What follows belongs to an exercise in optimizing a design on an open flow for small area, a short achievable clock period and few clock cycles; a production flow would make more cautious choices.
In this exercise RTL edits were held to simulation tests only and were not proved equivalent to the original.
No activity file was given, so power comes from the tool's default toggle rates.

// Milestone1
module Milestone1(
	 input logic Clock,
	 input logic resetn,
	 input logic start,
	 input logic  [15:0] SRAM_read_data,
	 output logic [15:0] SRAM_write_data,
	 output logic done,
	 output logic SRAM_we_n,
	 output logic [17:0] SRAM_address
);
export LEC_CHECK = 0
export CAP_MARGIN = 20
export CORE_MARGIN = 2
export CORE_UTILIZATION = 78
export CTS_CLUSTER_DIAMETER = 90
export CTS_CLUSTER_SIZE = 28
export SETUP_SLACK_MARGIN = 5
export SLEW_MARGIN = 20
create_clock -name core_clock -period 11.0 [get_ports {Clock}]
standard.sh (not shown) runs the stock make flow with config.mk's settings and CLKGATE_MAP_FILE= SYNTH_SCRIPT=/design/flow/synth_recipe.tcl, a recipe that flattens the netlist after the stock synthesis.
==> flow/flow/run.sh <==
#!/bin/bash
# The standard layout (standard.sh) with three changes:
#  - timing repair aims MARGIN ns below the clock period (SETUP_SLACK_MARGIN);
#  - the port buffers are buf_2 cells (the default picks a delay buffer);
#  - after the standard synthesis, flow/polarity.py removes inverters around
#    full adders (a full adder with all inputs and outputs inverted is the
#    same full adder); registers are untouched.
set -euo pipefail
MARGIN=${MARGIN:-7.8}
sed -e "s/SETUP_SLACK_MARGIN=[0-9.]*/SETUP_SLACK_MARGIN=$MARGIN/" \
    -e "s/CLKGATE_MAP_FILE= /CLKGATE_MAP_FILE= 'BUFFER_PORTS_ARGS=-buffer_cell sky130_fd_sc_hd__buf_2' /" \
    standard.sh > standard_margin.sh
grep -q "BUFFER_PORTS_ARGS" standard_margin.sh
grep -q "SETUP_SLACK_MARGIN=$MARGIN" standard_margin.sh
bash standard_margin.sh synth > synth.log 2>&1
RES=orfs/results/${FLOW_PLATFORM}/Milestone1/base
cp $RES/1_2_yosys.v 1_2_yosys.orig.v
python3 flow/polarity.py 1_2_yosys.orig.v $RES/1_2_yosys.v > polarity.log 2>&1
rm -f $RES/1_synth.odb $RES/1_synth.sdc
bash standard_margin.sh > layout.log 2>&1
Other scripts of this flow, unchanged in this note and not shown: flow/flow/polarity.py
The baseline produced a clean layout.
Testbench counts at the start, summed over its fixed seeds: cycles 1,152,162.
Next try:
Settings changed: CORE_UTILIZATION 78 to 70.
Result: Hold slack got worse by 0.0083 ns. Design area barely changes. Sequential power stays flat. Synthesized area does not change. Wire length drops by 15%. Die area rises by 11%. Cell count rises by 1.7%. Sequential cell count stays the same.

========
zinc:
Another version of the RTL of Milestone1 (not shown whole).
Size: ~2200 cells after synthesis, roughly 350 flip-flops, roughly 55 I/O pins, ~24000 um^2 of cells after synthesis.
clock: 11.0 ns
lec_check: 0
cap_margin: 20
core_margin: 2
core_utilization: 60
setup_slack_margin: 5
slew_margin: 20
==> flow/flow/run.sh <==
#!/bin/bash
# Standard layout (the standard.sh) with a larger setup repair margin, so
# that timing repair aims for a shorter clock period than the constraint.
set -euo pipefail
MARGIN=${MARGIN:-7}
sed -e "s/SETUP_SLACK_MARGIN=[0-9.]*/SETUP_SLACK_MARGIN=$MARGIN/" standard.sh > standard_margin.sh
grep -q "SETUP_SLACK_MARGIN=$MARGIN" standard_margin.sh
bash standard_margin.sh > layout.log 2>&1
zinc finished every step from synthesis to the final layout, and the layout passed the timing, design-rule and antenna checks.
Testbench counts of zinc, summed over its fixed seeds: cycles 1,152,162.
Inputs modified between zinc and ember:
==> flow/run.sh (new file) <==
#!/bin/bash
# synth_recipe.tcl (not shown) runs the flow's synth.tcl, then flattens the netlist and writes it again
# the make line also repeats each setting of config.mk as NAME=value (left out here)
make -C /OpenROAD-flow-scripts/flow DESIGN_CONFIG=/design/flow/config.mk WORK_HOME=/design/flow/orfs CLKGATE_MAP_FILE= SYNTH_SCRIPT=/design/flow/synth_recipe.tcl finish
removed: flow/flow/run.sh
removed: flow/standard.sh
## What came out
For ember, the startpoint of the worst setup timing path was by[2], unlike zinc, where it was by[5]. ember vs zinc: power of the clock network down by a few percent. ember against zinc: clock period minus worst slack climbed 0.83 ns, sequential share of power climbed 1.0 points. ember -> zinc: initial core utilization delta 0, exact match. Taking zinc over ember, the maximum number of pins on one net before global-route repair ratio works out to 1.18. Summary — via count of the first global-routing pass, ember relative to zinc: lower, by 474. Between ember and zinc, it is ember whose worst path buffer plus inverter count is lower, by 1. Total power of ember is lower than that of zinc. ember against zinc: fraction of power spent switching nets went up 1.2 points, final instance area went down 2000 um^2, count of cells along the worst register-to-register path went down 1.

========
Milestone1 with an RTL version that a note above also has.
Size in the first run: roughly 55 I/O pins, ~23000 µm² of cells after synthesis.
## Milestone1
module Milestone1(
	 input logic Clock,
	 input logic resetn,
	 input logic start,
	 input logic  [15:0] SRAM_read_data,
	 output logic [15:0] SRAM_write_data,
	 output logic done,
	 output logic SRAM_we_n,
	 output logic [17:0] SRAM_address
);
export LEC_CHECK = 0
export CAP_MARGIN = 20
export CORE_MARGIN = 2
export CORE_UTILIZATION = 60
export CTS_CLUSTER_DIAMETER = 80
export CTS_CLUSTER_SIZE = 24
export SETUP_SLACK_MARGIN = 5
export SLEW_MARGIN = 20
create_clock -name core_clock -period 11.0 [get_ports {Clock}]
==> flow/flow/run.sh <==
#!/bin/bash
# The standard layout (standard.sh) with three changes:
#  - timing repair aims MARGIN ns below the clock period (SETUP_SLACK_MARGIN);
#  - the port buffers are buf_2 cells (the default picks a delay buffer);
#  - after the standard synthesis, flow/polarity.py removes inverters around
#    full adders (a full adder with all inputs and outputs inverted is the
#    same full adder); registers are untouched.
set -euo pipefail
MARGIN=${MARGIN:-7.8}
sed -e "s/SETUP_SLACK_MARGIN=[0-9.]*/SETUP_SLACK_MARGIN=$MARGIN/" \
    -e "s/CLKGATE_MAP_FILE= /CLKGATE_MAP_FILE= 'BUFFER_PORTS_ARGS=-buffer_cell sky130_fd_sc_hd__buf_2' /" \
    standard.sh > standard_margin.sh
grep -q "BUFFER_PORTS_ARGS" standard_margin.sh
grep -q "SETUP_SLACK_MARGIN=$MARGIN" standard_margin.sh
bash standard_margin.sh synth > synth.log 2>&1
RES=orfs/results/${FLOW_PLATFORM}/Milestone1/base
cp $RES/1_2_yosys.v 1_2_yosys.orig.v
python3 flow/polarity.py 1_2_yosys.orig.v $RES/1_2_yosys.v > polarity.log 2>&1
rm -f $RES/1_synth.odb $RES/1_synth.sdc
bash standard_margin.sh > layout.log 2>&1
Other scripts of this flow, unchanged in this note and not shown: flow/flow/polarity.py
The starting point completed with no timing, DRC or antenna violations.
Testbench counts at the start, summed over its fixed seeds: cycles 1,152,162.
Next try:
--- a/flow/flow/run.sh
+++ b/flow/flow/run.sh
@@ -11 +11 @@
-    -e "s/CLKGATE_MAP_FILE= /CLKGATE_MAP_FILE= 'BUFFER_PORTS_ARGS=-buffer_cell sky130_fd_sc_hd__buf_2' /" \
+    -e "s/CLKGATE_MAP_FILE= /CLKGATE_MAP_FILE= 'BUFFER_PORTS_ARGS=-buffer_cell sky130_fd_sc_hd__buf_2' 'CTS_ARGS=-sink_clustering_enable -repair_clock_nets -sink_clustering_size 28 -sink_clustering_max_diameter 90 -dont_use_dummy_load' /" \
--- a/flow/config.mk
+++ b/flow/config.mk
@@ -10,3 +10,3 @@
-export CORE_UTILIZATION = 60
-export CTS_CLUSTER_DIAMETER = 80
-export CTS_CLUSTER_SIZE = 24
+export CORE_UTILIZATION = 70
+export CTS_CLUSTER_DIAMETER = 90
+export CTS_CLUSTER_SIZE = 28
The new run completed without violations; total power drops by 11%; clock-buffer cell count drops by 14; die area drops by 14%; cell area drops by 2.1%; clock skew climbs by 0.045 ns; global-route usage climbs by 3.2 points; cell count drops by 4.0%; via count climbs by 0.37%; wire length drops by 3.4%.

========
== run 1 ==
Milestone1 again, from the RTL that the note above started with.
## Milestone1
module Milestone1(
	 input logic Clock,
	 input logic resetn,
	 input logic start,
	 input logic  [15:0] SRAM_read_data,
	 output logic [15:0] SRAM_write_data,
	 output logic done,
	 output logic SRAM_we_n,
	 output logic [17:0] SRAM_address
);
==> flow/config.mk <==
export PLATFORM = sky130hd
export DESIGN_NAME = Milestone1
export DESIGN_NICKNAME = Milestone1
export VERILOG_FILES = /design/flow/design.v
export SDC_FILE = /design/flow/constraint.sdc
export NUM_CORES = 4
export LEC_CHECK = 0
export CAP_MARGIN = 0
export CORE_MARGIN = 2
export CORE_UTILIZATION = 70
export CTS_CLUSTER_DIAMETER = 90
export CTS_CLUSTER_SIZE = 28
export SETUP_SLACK_MARGIN = 5
export SLEW_MARGIN = 0
==> flow/constraint.sdc <==
create_clock -name core_clock -period 11.0 [get_ports {Clock}]
set_input_delay 2.2000 -clock core_clock [delete_from_list [all_inputs] [get_ports {Clock}]]
set_output_delay 2.2000 -clock core_clock [all_outputs]
set_load 0.01 [all_outputs]
==> flow/flow/run.sh <==
#!/bin/bash
# The standard layout (standard.sh) with three changes:
#  - timing repair aims MARGIN ns below the clock period (SETUP_SLACK_MARGIN);
#  - the port buffers are buf_2 cells (the default picks a delay buffer);
#  - after the standard synthesis, flow/polarity.py removes inverters around
#    full adders (a full adder with all inputs and outputs inverted is the
#    same full adder); registers are untouched.
set -euo pipefail
MARGIN=${MARGIN:-7.8}
sed -e "s/SETUP_SLACK_MARGIN=[0-9.]*/SETUP_SLACK_MARGIN=$MARGIN/" \
    -e "s/CLKGATE_MAP_FILE= /CLKGATE_MAP_FILE= 'BUFFER_PORTS_ARGS=-buffer_cell sky130_fd_sc_hd__buf_2' /" \
    standard.sh > standard_margin.sh
grep -q "BUFFER_PORTS_ARGS" standard_margin.sh
grep -q "SETUP_SLACK_MARGIN=$MARGIN" standard_margin.sh
bash standard_margin.sh synth > synth.log 2>&1
RES=orfs/results/${FLOW_PLATFORM}/Milestone1/base
cp $RES/1_2_yosys.v 1_2_yosys.orig.v
python3 flow/polarity.py 1_2_yosys.orig.v $RES/1_2_yosys.v > polarity.log 2>&1
rm -f $RES/1_synth.odb $RES/1_synth.sdc
bash standard_margin.sh > layout.log 2>&1
Other scripts of this flow, unchanged in this note and not shown: flow/flow/polarity.py
Run 1 finished all stages; the layout is clean.
Testbench counts of run 1, summed over its fixed seeds: cycles 1,152,162.
Input changes introduced in run 2 (baseline for comparison: run 1):
Settings: SLEW_MARGIN changed from 0 to 20; CTS_CLUSTER_SIZE changed from 28 to 32; CTS_CLUSTER_DIAMETER changed from 90 to 100; CAP_MARGIN changed from 0 to 20.
diff --git a/flow/flow/run.sh b/flow/flow/run.sh
--- a/flow/flow/run.sh
+++ b/flow/flow/run.sh
@@ -9,5 +9,5 @@
 MARGIN=${MARGIN:-7.8}
 sed -e "s/SETUP_SLACK_MARGIN=[0-9.]*/SETUP_SLACK_MARGIN=$MARGIN/" \
-    -e "s/CLKGATE_MAP_FILE= /CLKGATE_MAP_FILE= 'BUFFER_PORTS_ARGS=-buffer_cell sky130_fd_sc_hd__buf_2' /" \
+    -e "s/CLKGATE_MAP_FILE= /CLKGATE_MAP_FILE= 'BUFFER_PORTS_ARGS=-buffer_cell sky130_fd_sc_hd__buf_2' 'CTS_ARGS=-sink_clustering_enable -repair_clock_nets -sink_clustering_size 32 -sink_clustering_max_diameter 100 -dont_use_dummy_load' /" \
     standard.sh > standard_margin.sh
 grep -q "BUFFER_PORTS_ARGS" standard_margin.sh
--- outcome ---
Taking run 1 as the reference, in run 2 power attributed to sequential cells has remained practically unchanged, met1 routing resource usage after global routing fell 0.20 points, cell count -0.67%, clock power decreased about 13%.
Inputs modified between run 2 and run 3:
diff --git a/flow/flow/run.sh b/flow/flow/run.sh
--- a/flow/flow/run.sh
+++ b/flow/flow/run.sh
@@ -9,5 +9,5 @@
 MARGIN=${MARGIN:-7.8}
 sed -e "s/SETUP_SLACK_MARGIN=[0-9.]*/SETUP_SLACK_MARGIN=$MARGIN/" \
-    -e "s/CLKGATE_MAP_FILE= /CLKGATE_MAP_FILE= 'BUFFER_PORTS_ARGS=-buffer_cell sky130_fd_sc_hd__buf_2' 'CTS_ARGS=-sink_clustering_enable -repair_clock_nets -sink_clustering_size 32 -sink_clustering_max_diameter 100 -dont_use_dummy_load' /" \
+    -e "s/CLKGATE_MAP_FILE= /CLKGATE_MAP_FILE= 'BUFFER_PORTS_ARGS=-buffer_cell sky130_fd_sc_hd__buf_2' /" \
     standard.sh > standard_margin.sh
 grep -q "BUFFER_PORTS_ARGS" standard_margin.sh
Notes after the runs:
Design internal power went up by a few percent going from run 2 to run 3.
Delta (run 3 minus run 2): number of filler instances in the final layout now sits lower; average via count per standard cell decreased by 0.032 relative to the old numbers; fmax decreased by about 0.64% relative to the old numbers; power has increased; core utilization increased 0.46 points.
Final cell count came out higher on run 3 than on run 2.
The lower setup slack of run 2 and run 3 is in run 3.
In run 3, area added between synthesis and finish is higher than in run 2.
The inputs of run 4 differ from those of run 3 as listed below.
Settings: CTS_CLUSTER_DIAMETER: 100 -> 90; CTS_CLUSTER_SIZE: 32 -> 28.
diff --git a/flow/flow/run.sh b/flow/flow/run.sh
--- a/flow/flow/run.sh
+++ b/flow/flow/run.sh
@@ -9,5 +9,5 @@
 MARGIN=${MARGIN:-7.8}
 sed -e "s/SETUP_SLACK_MARGIN=[0-9.]*/SETUP_SLACK_MARGIN=$MARGIN/" \
-    -e "s/CLKGATE_MAP_FILE= /CLKGATE_MAP_FILE= 'BUFFER_PORTS_ARGS=-buffer_cell sky130_fd_sc_hd__buf_2' /" \
+    -e "s/CLKGATE_MAP_FILE= /CLKGATE_MAP_FILE= 'BUFFER_PORTS_ARGS=-buffer_cell sky130_fd_sc_hd__buf_2' 'CTS_ARGS=-sink_clustering_enable -repair_clock_nets -sink_clustering_size 28 -sink_clustering_max_diameter 90 -distance_between_buffers 500 -branching_point_buffers_distance 500' /" \
     standard.sh > standard_margin.sh
 grep -q "BUFFER_PORTS_ARGS" standard_margin.sh
Findings:
Every run (run 4 and run 3) finished clean. On core utilization, run 4 and run 3 are basically level. Going from run 3 to run 4, multi-input combinational cell area held; first-pass GRT wire length increased by 550 um relative to the old numbers.

[port drivers added, routing unchanged]
How much do the figures lean on ideal ports? The routed layouts below were timed once more, with nothing changed but the port constraints.
Step 1 sets driving cells, clkbuf_16 on the clock port and buf_2 on the other inputs (assumed; they add their load-dependent delay and slew).
Step 2 moves the port delays by t, midway between the first and last clock arrival at a register: inputs arrive t later, outputs are due t later. That takes back most of the time a late clock gives input paths.
a / b / c = no drivers / after step 1 / after step 2; a / b = the first two.
| run | t, ns | setup slack, ns | worst setup path at the end | latest minus earliest clock arrival (ns) | pins driven straight from the clock port |
|---|---|---|---|---|---|
| the first run of note 1 | 0.583 | 7.603 / 7.603 / 7.603 | register to register | 0.031 / 0.031 | 1 |
| the second run of note 1 | 0.587 | 7.691 / 7.638 / 7.841 | register to register | 0.047 / 0.047 | 1 |
| zinc | 0.587 | 6.847 / 6.847 / 6.847 | register to register | 0.021 / 0.021 | 1 |
| ember | 0.607 | 6.020 / 6.020 / 6.020 | register to register | 0.030 / 0.029 | 1 |
| the first run of note 3 | 0.611 | 7.683 / 7.626 / 7.810 | register to register | 0.035 / 0.035 | 1 |
| the second run of note 3 | 0.566 | 7.693 / 7.640 / 7.815 | register to register | 0.081 / 0.081 | 1 |
| run 1 | 0.587 | 7.691 / 7.638 / 7.841 | register to register | 0.047 / 0.047 | 1 |
| run 2 | 0.557 | 7.728 / 7.676 / 7.810 | register to register | 0.041 / 0.041 | 1 |
| run 3 | 0.572 | 7.707 / 7.656 / 7.856 | register to register | 0.021 / 0.020 | 1 |
| run 4 | 0.587 | 7.691 / 7.638 / 7.841 | register to register | 0.047 / 0.047 | 1 |
After both steps setup and hold are still met in every run listed.
